What follows belongs to an exercise in optimizing a design on an open flow for a short achievable clock period and few clock cycles; a production flow would make more cautious choices.
In this exercise RTL edits were held to simulation tests only and were not proved equivalent to the original.
Power figures rest on the tool's default switching activity, not on a simulated workload.

==> run a: inputs <==
Design SCCPU, start of the top module:
module SCCPU(Clock, Resetn, if_PC, imem_data,
             wb_we, wb_rn, wb_data, dm_we, dm_addr, dm_wdata
    );
clock: 9.0 ns
lec_check: 0
abc_clock_period_in_ps: 3000
cap_margin: 30
core_margin: 2
core_utilization: 40
slew_margin: 20
standard.sh (not shown) runs the stock make flow with config.mk's settings and CLKGATE_MAP_FILE= SYNTH_SCRIPT=/design/flow/synth_recipe.tcl, a recipe that flattens the netlist after the stock synthesis.
==> flow/flow/run.sh <==
#!/bin/bash
set -euo pipefail
export SETUP_SLACK_MARGIN=5.6
export BUFFER_PORTS_ARGS="-buffer_cell sky130_fd_sc_hd__buf_4"
bash standard.sh MATCH_CELL_FOOTPRINT=0 finish > standard_flow.log 2>&1
==> run b (differences from run a) <==
--- a/flow/design.v
+++ b/flow/design.v
@@ -41,18 +41,18 @@
 	output [31:0] dm_wdata;
 	reg [31:2] pc;               
 	reg [31:0] rf [1:31];
 	reg [31:0] dmem [0:31];
 	reg        e_valid;
 	reg        e_wreg, e_load, e_store, e_br, e_bne, e_pred;
 	reg        e_add, e_and, e_or, e_xor, e_srl, e_sll;
+	reg        e_useimm;
 	reg        e_fma, e_fmb, e_fwa, e_fwb, e_nfa, e_nfb;
-	reg        e_f2m, e_f2w, e_f2n;    
 	reg [4:0]  e_rd, e_sa;
-	reg [31:0] e_a, e_b, e_imm, e_b2;
+	reg [31:0] e_a, e_b, e_imm;
 	reg [31:2] e_alt;
 	reg        m_wr, m_load, m_st;
 	reg [4:0]  m_rd;
 	reg [31:0] m_res;            
 	reg [31:0] m_sel;            
 	reg [4:0]  m_addr;
 	reg [31:0] m_data;
@@ -86,90 +86,82 @@
 	wire d_j    = (op == 6'b010010);
 	wire d_br   = d_beq | d_bne;
 	wire d_iform = d_addi | d_andi | d_ori | d_xori | d_lw;
 	wire d_wreg  = d_add | d_and | d_or | d_xor | d_srl | d_sll | d_iform;
 	wire [4:0] d_rd = d_iform ? rt : rdf;
 	wire d_sext  = d_addi | d_lw | d_sw | d_br;
 	wire [31:0] d_imm = {{16{d_sext & inst[25]}}, inst[25:10]};
-	wire d_useimm = d_iform | d_sw;
 	wire d_usea  = d_add | d_and | d_or | d_xor | d_iform | d_sw | d_br;
 	wire d_useb  = d_add | d_and | d_or | d_xor | d_srl | d_sll | d_sw | d_br;
 	wire [31:0] rf_a = (rs == 5'd0) ? 32'd0 : rf[rs];
 	wire [31:0] rf_b = (rt == 5'd0) ? 32'd0 : rf[rt];
 	wire e_wr  = e_valid & e_wreg & (e_rd != 5'd0);
 	wire d_fma = e_wr & (e_rd == rs);
 	wire d_fmb = e_wr & (e_rd == rt);
 	wire d_fwa = ~d_fma & m_wr & (m_rd == rs);
 	wire d_fwb = ~d_fmb & m_wr & (m_rd == rt);
 	wire stall = e_load & ((d_fma & d_usea) | (d_fmb & d_useb));
 	wire [31:2] pc4 = pc + 30'd1;
 	wire [31:2] btarget;             
 	add32 #(.N(30)) btadd (.a(pc), .b({{14{inst[25]}}, inst[25:10]}), .ci(1'b1), .c(btarget));
 	wire [31:2] jtarget = {pc4[31:28], inst[25:0]};
-	wire e_addw = e_wr & e_add & ~e_fma & e_f2n;
+	wire e_addw = e_wr & e_add;
 	wire d_zres = d_br & e_addw & (((e_rd == rs) & (rt == 5'd0)) | ((e_rd == rt) & (rs == 5'd0)));
 	wire d_same = d_br & (rs == rt);
 	wire d_fres = d_zres | d_same;
 	wire d_ftaken = d_same ? d_beq : (d_bne ^ sum_zero);
 	wire d_pred = d_br & ~d_fres & inst[25];    
 	wire [31:0] a = ({32{e_fma}} & m_res) | ({32{e_fwa}} & w_res) | ({32{e_nfa}} & e_a);
 	wire [31:0] b = ({32{e_fmb}} & m_res) | ({32{e_fwb}} & w_res) | ({32{e_nfb}} & e_b);
-	wire [31:0] src2 = ({32{e_f2m}} & m_res) | ({32{e_f2w}} & w_res) | ({32{e_f2n}} & e_b2);
+	wire [31:0] src2 = e_useimm ? e_imm : b;
 	wire [31:0] sum;
 	add32 alu_add (.a(a), .b(src2), .ci(1'b0), .c(sum));
-	wire [31:0] res = ({32{e_add}} & sum) | res_other;
-	wire [31:0] res_other = ({32{e_and}} & (a & src2))
+	wire [31:0] res = ({32{e_add}} & sum)
+	                | ({32{e_and}} & (a & src2))
 	                | ({32{e_or}}  & (a | src2))
 	                | ({32{e_xor}} & (a ^ src2))
 	                | ({32{e_srl}} & (b >> e_sa))
 	                | ({32{e_sll}} & (b << e_sa));
 	wire [4:0] maddr = a[4:0] + e_imm[4:0];
-	wire [31:0] a_nm = e_fwa ? w_res : e_a;
-	wire [31:0] zx = a_nm ^ e_b2;
-	wire [31:0] zc = {a_nm[30:0] | e_b2[30:0], 1'b0};
+	wire [31:0] zx = a ^ src2;
+	wire [31:0] zc = {a[30:0] | src2[30:0], 1'b0};
 	wire sum_zero = &(~(zx ^ zc));
 	wire eq = (a == b);
 	wire taken = e_bne ? ~eq : eq;
 	wire mispredict = e_valid & e_br & (taken != e_pred);
 	reg [31:0] mrd;
 	integer k;
 	always @(*) begin
 		mrd = 32'd0;
 		for (k = 0; k < 32; k = k + 1)
 			mrd = mrd | ({32{m_sel[k]}} & dmem[k]);
 	end
 	wire [31:0] mres = m_load ? mrd : m_res;
-	reg [31:2] npc_n;
-	always @(*)
-		if (mispredict) npc_n = e_alt;
-		else if (stall) npc_n = pc;
-		else if (d_j) npc_n = jtarget;
-		else if (d_pred) npc_n = btarget;
-		else npc_n = pc4;
-	wire [31:2] npc_t = (mispredict | stall) ? npc_n : btarget;
-	wire take_f = d_fres & d_ftaken;
 	always @(posedge Clock or negedge Resetn)
 		if (!Resetn) pc <= 30'd0;
-		else pc <= take_f ? npc_t : npc_n;
+		else if (mispredict) pc <= e_alt;
+		else if (stall) pc <= pc;
+		else if (d_j) pc <= jtarget;
+		else if (d_pred | (d_fres & d_ftaken)) pc <= btarget;
+		else pc <= pc4;
 	always @(posedge Clock or negedge Resetn)
 		if (!Resetn) begin
 			e_valid <= 1'b0;
 			e_wreg <= 1'b0; e_store <= 1'b0; e_br <= 1'b0; e_load <= 1'b0;
 		end else begin
 			e_valid <= ~mispredict & ~stall;
 			e_wreg <= d_wreg; e_store <= d_sw; e_br <= d_br & ~d_fres; e_load <= d_lw & ~mispredict & ~stall;
 		end
 	always @(posedge Clock) begin
 		e_bne <= d_bne; e_pred <= d_pred;
 		e_add <= d_add | d_addi; e_and <= d_and | d_andi; e_or <= d_or | d_ori;
 		e_xor <= d_xor | d_xori; e_srl <= d_srl; e_sll <= d_sll;
+		e_useimm <= d_iform | d_sw;
 		e_fma <= d_fma; e_fmb <= d_fmb; e_fwa <= d_fwa; e_fwb <= d_fwb;
 		e_nfa <= ~d_fma & ~d_fwa; e_nfb <= ~d_fmb & ~d_fwb;
-		e_f2m <= d_fmb & ~d_useimm; e_f2w <= d_fwb & ~d_useimm; e_f2n <= d_useimm | (~d_fmb & ~d_fwb);
-		e_b2 <= d_useimm ? d_imm : rf_b;
 		e_rd <= d_rd; e_sa <= inst[19:15];
 		e_a <= rf_a; e_b <= rf_b; e_imm <= d_imm;
 		e_alt <= d_pred ? pc4 : btarget;
 	end
 	always @(posedge Clock or negedge Resetn)
 		if (!Resetn) begin
 			m_wr <= 1'b0; m_st <= 1'b0; o_we <= 1'b0;
==> flow/flow/run.sh (replaced) <==
#!/bin/bash
set -euo pipefail
export SETUP_SLACK_MARGIN=5.6
bash standard.sh > standard_flow.log 2>&1
==> run c (differences from run a) <==
==> flow/design.v (replaced) <==
`timescale 1ns / 1ps
module SCCPU(Clock, Resetn, if_PC, imem_data,
             wb_we, wb_rn, wb_data, dm_we, dm_addr, dm_wdata
    );
	input Clock, Resetn;
	input [31:0] imem_data;      
	output [31:0] if_PC;         
	output wb_we;                
	output [4:0] wb_rn;
	output [31:0] wb_data;
	output dm_we;                
	output [4:0] dm_addr;
	output [31:0] dm_wdata;
	reg [31:0] pc;
	reg [31:0] rf [1:31];
	reg [31:0] dmem [0:31];
	reg        e_valid;
	reg        e_wreg, e_load, e_store, e_br, e_bne, e_pred;
	reg        e_add, e_and, e_or, e_xor, e_srl, e_sll;
	reg        e_useimm;
	reg        e_fma, e_fmb, e_fwa, e_fwb, e_nfa, e_nfb;
	reg [4:0]  e_rd, e_sa;
	reg [31:0] e_a, e_b, e_imm, e_alt;
	reg        m_wr, m_load, m_st;
	reg [4:0]  m_rd;
	reg [31:0] m_res;            
	reg [31:0] m_sel;            
	reg [4:0]  m_addr;
	reg [31:0] m_data;
	reg [31:0] w_res;
	reg        o_we;
	reg [4:0]  o_rd;
	reg [31:0] o_data;
	wire [31:0] inst = imem_data;
	wire [5:0] op = inst[31:26];
	wire [5:0] fn = inst[25:20];
	wire [4:0] rs = inst[9:5];
	wire [4:0] rt = inst[4:0];
	wire [4:0] rdf = inst[14:10];
	wire d_rtype0 = (op == 6'b000000);
	wire d_rtype1 = (op == 6'b000001);
	wire d_rtype2 = (op == 6'b000010);
	wire d_add  = d_rtype0 & (fn == 6'b000001);
	wire d_and  = d_rtype1 & (fn == 6'b000001);
	wire d_or   = d_rtype1 & (fn == 6'b000010);
	wire d_xor  = d_rtype1 & (fn == 6'b000100);
	wire d_srl  = d_rtype2 & (fn == 6'b000010);
	wire d_sll  = d_rtype2 & (fn == 6'b000011);
	wire d_addi = (op == 6'b000101);
	wire d_andi = (op == 6'b001001);
	wire d_ori  = (op == 6'b001010);
	wire d_xori = (op == 6'b001100);
	wire d_lw   = (op == 6'b001101);
	wire d_sw   = (op == 6'b001110);
	wire d_beq  = (op == 6'b001111);
	wire d_bne  = (op == 6'b010000);
	wire d_j    = (op == 6'b010010);
	wire d_br   = d_beq | d_bne;
	wire d_iform = d_addi | d_andi | d_ori | d_xori | d_lw;
	wire d_wreg  = d_add | d_and | d_or | d_xor | d_srl | d_sll | d_iform;
	wire [4:0] d_rd = d_iform ? rt : rdf;
	wire d_sext  = d_addi | d_lw | d_sw | d_br;
	wire [31:0] d_imm = {{16{d_sext & inst[25]}}, inst[25:10]};
	wire d_usea  = d_add | d_and | d_or | d_xor | d_iform | d_sw | d_br;
	wire d_useb  = d_add | d_and | d_or | d_xor | d_srl | d_sll | d_sw | d_br;
	wire [31:0] rf_a = (rs == 5'd0) ? 32'd0 : rf[rs];
	wire [31:0] rf_b = (rt == 5'd0) ? 32'd0 : rf[rt];
	wire e_wr  = e_valid & e_wreg & (e_rd != 5'd0);
	wire d_fma = e_wr & (e_rd == rs);
	wire d_fmb = e_wr & (e_rd == rt);
	wire d_fwa = ~d_fma & m_wr & (m_rd == rs);
	wire d_fwb = ~d_fmb & m_wr & (m_rd == rt);
	wire stall = e_load & ((d_fma & d_usea) | (d_fmb & d_useb));
	wire [31:0] pc4 = pc + 32'd4;
	wire [31:0] btarget = pc4 + {{14{inst[25]}}, inst[25:10], 2'b00};
	wire [31:0] jtarget = {pc4[31:28], inst[25:0], 2'b00};
	wire d_pred = d_br & inst[25];    
	wire [31:0] a = ({32{e_fma}} & m_res) | ({32{e_fwa}} & w_res) | ({32{e_nfa}} & e_a);
	wire [31:0] b = ({32{e_fmb}} & m_res) | ({32{e_fwb}} & w_res) | ({32{e_nfb}} & e_b);
	wire [31:0] src2 = e_useimm ? e_imm : b;
	wire [31:0] sum = a + src2;
	wire [31:0] res = ({32{e_add}} & sum)
	                | ({32{e_and}} & (a & src2))
	                | ({32{e_or}}  & (a | src2))
	                | ({32{e_xor}} & (a ^ src2))
	                | ({32{e_srl}} & (b >> e_sa))
	                | ({32{e_sll}} & (b << e_sa));
	wire [4:0] maddr = a[4:0] + e_imm[4:0];
	wire eq = (a == b);
	wire taken = e_bne ? ~eq : eq;
	wire mispredict = e_valid & e_br & (taken != e_pred);
	reg [31:0] mrd;
	integer k;
	always @(*) begin
		mrd = 32'd0;
		for (k = 0; k < 32; k = k + 1)
			mrd = mrd | ({32{m_sel[k]}} & dmem[k]);
	end
	wire [31:0] mres = m_load ? mrd : m_res;
	always @(posedge Clock or negedge Resetn)
		if (!Resetn) pc <= 32'd0;
		else if (mispredict) pc <= e_alt;
		else if (stall) pc <= pc;
		else if (d_j) pc <= jtarget;
		else if (d_pred) pc <= btarget;
		else pc <= pc4;
	always @(posedge Clock or negedge Resetn)
		if (!Resetn) begin
			e_valid <= 1'b0;
			e_wreg <= 1'b0; e_store <= 1'b0; e_br <= 1'b0; e_load <= 1'b0;
		end else begin
			e_valid <= ~mispredict & ~stall;
			e_wreg <= d_wreg; e_store <= d_sw; e_br <= d_br; e_load <= d_lw & ~mispredict & ~stall;
		end
	always @(posedge Clock) begin
		e_bne <= d_bne; e_pred <= d_pred;
		e_add <= d_add | d_addi; e_and <= d_and | d_andi; e_or <= d_or | d_ori;
		e_xor <= d_xor | d_xori; e_srl <= d_srl; e_sll <= d_sll;
		e_useimm <= d_iform | d_sw;
		e_fma <= d_fma; e_fmb <= d_fmb; e_fwa <= d_fwa; e_fwb <= d_fwb;
		e_nfa <= ~d_fma & ~d_fwa; e_nfb <= ~d_fmb & ~d_fwb;
		e_rd <= d_rd; e_sa <= inst[19:15];
		e_a <= rf_a; e_b <= rf_b; e_imm <= d_imm;
		e_alt <= d_pred ? pc4 : btarget;
	end
	always @(posedge Clock or negedge Resetn)
		if (!Resetn) begin
			m_wr <= 1'b0; m_st <= 1'b0; o_we <= 1'b0;
		end else begin
			m_wr <= e_wr; m_st <= e_valid & e_store; o_we <= m_wr;
		end
	always @(posedge Clock) begin
		m_load <= e_load;
		m_rd <= e_rd;
		m_res <= res;
		m_sel <= 32'd1 << maddr;
		m_addr <= maddr;
		m_data <= b;
		w_res <= mres;
	end
	always @(posedge Clock)
		if (m_wr) begin
			o_rd <= m_rd;
			o_data <= mres;
		end
	integer i;
	always @(posedge Clock or negedge Resetn)
		if (!Resetn) begin
			for (i = 1; i < 32; i = i + 1)
				rf[i] <= (i <= 8) ? i : 32'd0;
		end else if (m_wr)
			rf[m_rd] <= mres;
	always @(posedge Clock or negedge Resetn)
		if (!Resetn) begin
			for (i = 0; i < 32; i = i + 1)
				dmem[i] <= (i >= 1 && i <= 8) ? i : 32'd0;
		end else begin
			for (i = 0; i < 32; i = i + 1)
				if (m_st & m_sel[i]) dmem[i] <= m_data;
		end
	assign if_PC    = pc;
	assign wb_we    = o_we;
	assign wb_rn    = o_rd;
	assign wb_data  = o_data;
	assign dm_we    = m_st;
	assign dm_addr  = m_addr;
	assign dm_wdata = m_data;
endmodule
==> flow/run.sh (new file) <==
#!/bin/bash
# synth_recipe.tcl (not shown) runs the flow's synth.tcl, then flattens the netlist and writes it again
# the make line also repeats each setting of config.mk as NAME=value (left out here)
make -C /OpenROAD-flow-scripts/flow DESIGN_CONFIG=/design/flow/config.mk WORK_HOME=/design/flow/orfs CLKGATE_MAP_FILE= SYNTH_SCRIPT=/design/flow/synth_recipe.tcl finish
SETUP_SLACK_MARGIN = 5   (was unset)
removed: flow/flow/run.sh
removed: flow/standard.sh
==> comparison table <==
| item | run b | run a | run c |
|---|---|---|---|
| Clk. pwr | 0.0106 W | 0.0113 W | 0.0107 W |
| Detailed Route WL | 521000 um | 540000 um | 487000 um |
| Worst Hold Depth | 2 | 0 | 0 |
| Final-layout clock-cell area share | 0.0610 | 0.0641 | 0.0647 |
| Final instance count without filler cells | 13558 | 13818 | 13125 |
| Worst VDD drop | 0.000188 V | 0.000167 V | 0.000181 V |
| Area post-placement | 0.119 mm^2 | 0.121 mm^2 | 0.118 mm^2 |
| Number of sequential cells in the layout | 2361 | 2388 | 2365 |
| Synthesized-area fraction occupied by and/or/nand/nor cells | 0.0575 | 0.0583 | 0.0555 |
| Required time of the critical path | 9.88 ns | 9.76 ns | 9.81 ns |
| Placeable core region | 0.277 mm^2 | 0.283 mm^2 | 0.276 mm^2 |
| Critical path peak fanout | 8 | 6 | 23 |
| Worst rel slew slack | 0.190 | -0.0340 | 0.201 |
| Die outline height | 532 um | 538 um | 530 um |
| Crit share post-route | 0.448 | 0.432 | 0.458 |
| Number of buffers created by CTS | 244 | 267 | 243 |
| Starting DRC count in detailed routing | 16564 | 18291 | 15275 |
| Stages on the worst setup path | 17 | 15 | 9 |
| Placed Cells | 12623 | 12891 | 12509 |
| Outcome | complete, no violations | complete, but fails checks | complete, no violations |
| Reasons for failing layout checks | - | max-slew violations | - |
| Fraction of met1 tracks used by global routing | 0.435 | 0.460 | 0.412 |
| Total inserted antenna cells | 16 | 16 | 8 |
Testbench counts of run a, summed over its fixed seeds: cycles 32,988.
Testbench counts of run b, summed over its fixed seeds: cycles 32,988.
Testbench counts of run c, summed over its fixed seeds: cycles 34,270.

## separate check: timing with driven ports
The flow's constraints put no driver on any port. The routed layouts listed below were extracted and timed again, unchanged, in two steps. Step 1 (the two cells are an assumption about what drives the block):
set clk [get_ports {Clock}]
set_driving_cell -lib_cell sky130_fd_sc_hd__clkbuf_16 $clk
set_driving_cell -lib_cell sky130_fd_sc_hd__buf_2 [delete_from_list [all_inputs] $clk]
Step 2, shift: input delay + t, output delay - t, t = (earliest + latest rising clock arrival at the registers) / 2. This alone moves slack from input paths to output paths. Three values: ideal, step 1, step 2; two values: the first two.
run | t, ns | setup WS [ns] | worst hold slack (ns) | pins driven straight from the clock port
run a | 0.965 | 5.112 / 5.112 / 4.321 | 0.413 / 0.413 / 0.413 | 1
run b | 1.050 | 4.971 / 4.971 / 4.130 | 0.416 / 0.416 / 0.416 | 1
run c | 1.038 | 4.877 / 4.900 / 3.899 | 0.413 / 0.413 / 0.413 | 1
The setup slack of run c, which loses most, moves by +0.023 ns with the drivers and by -0.978 ns with both steps.
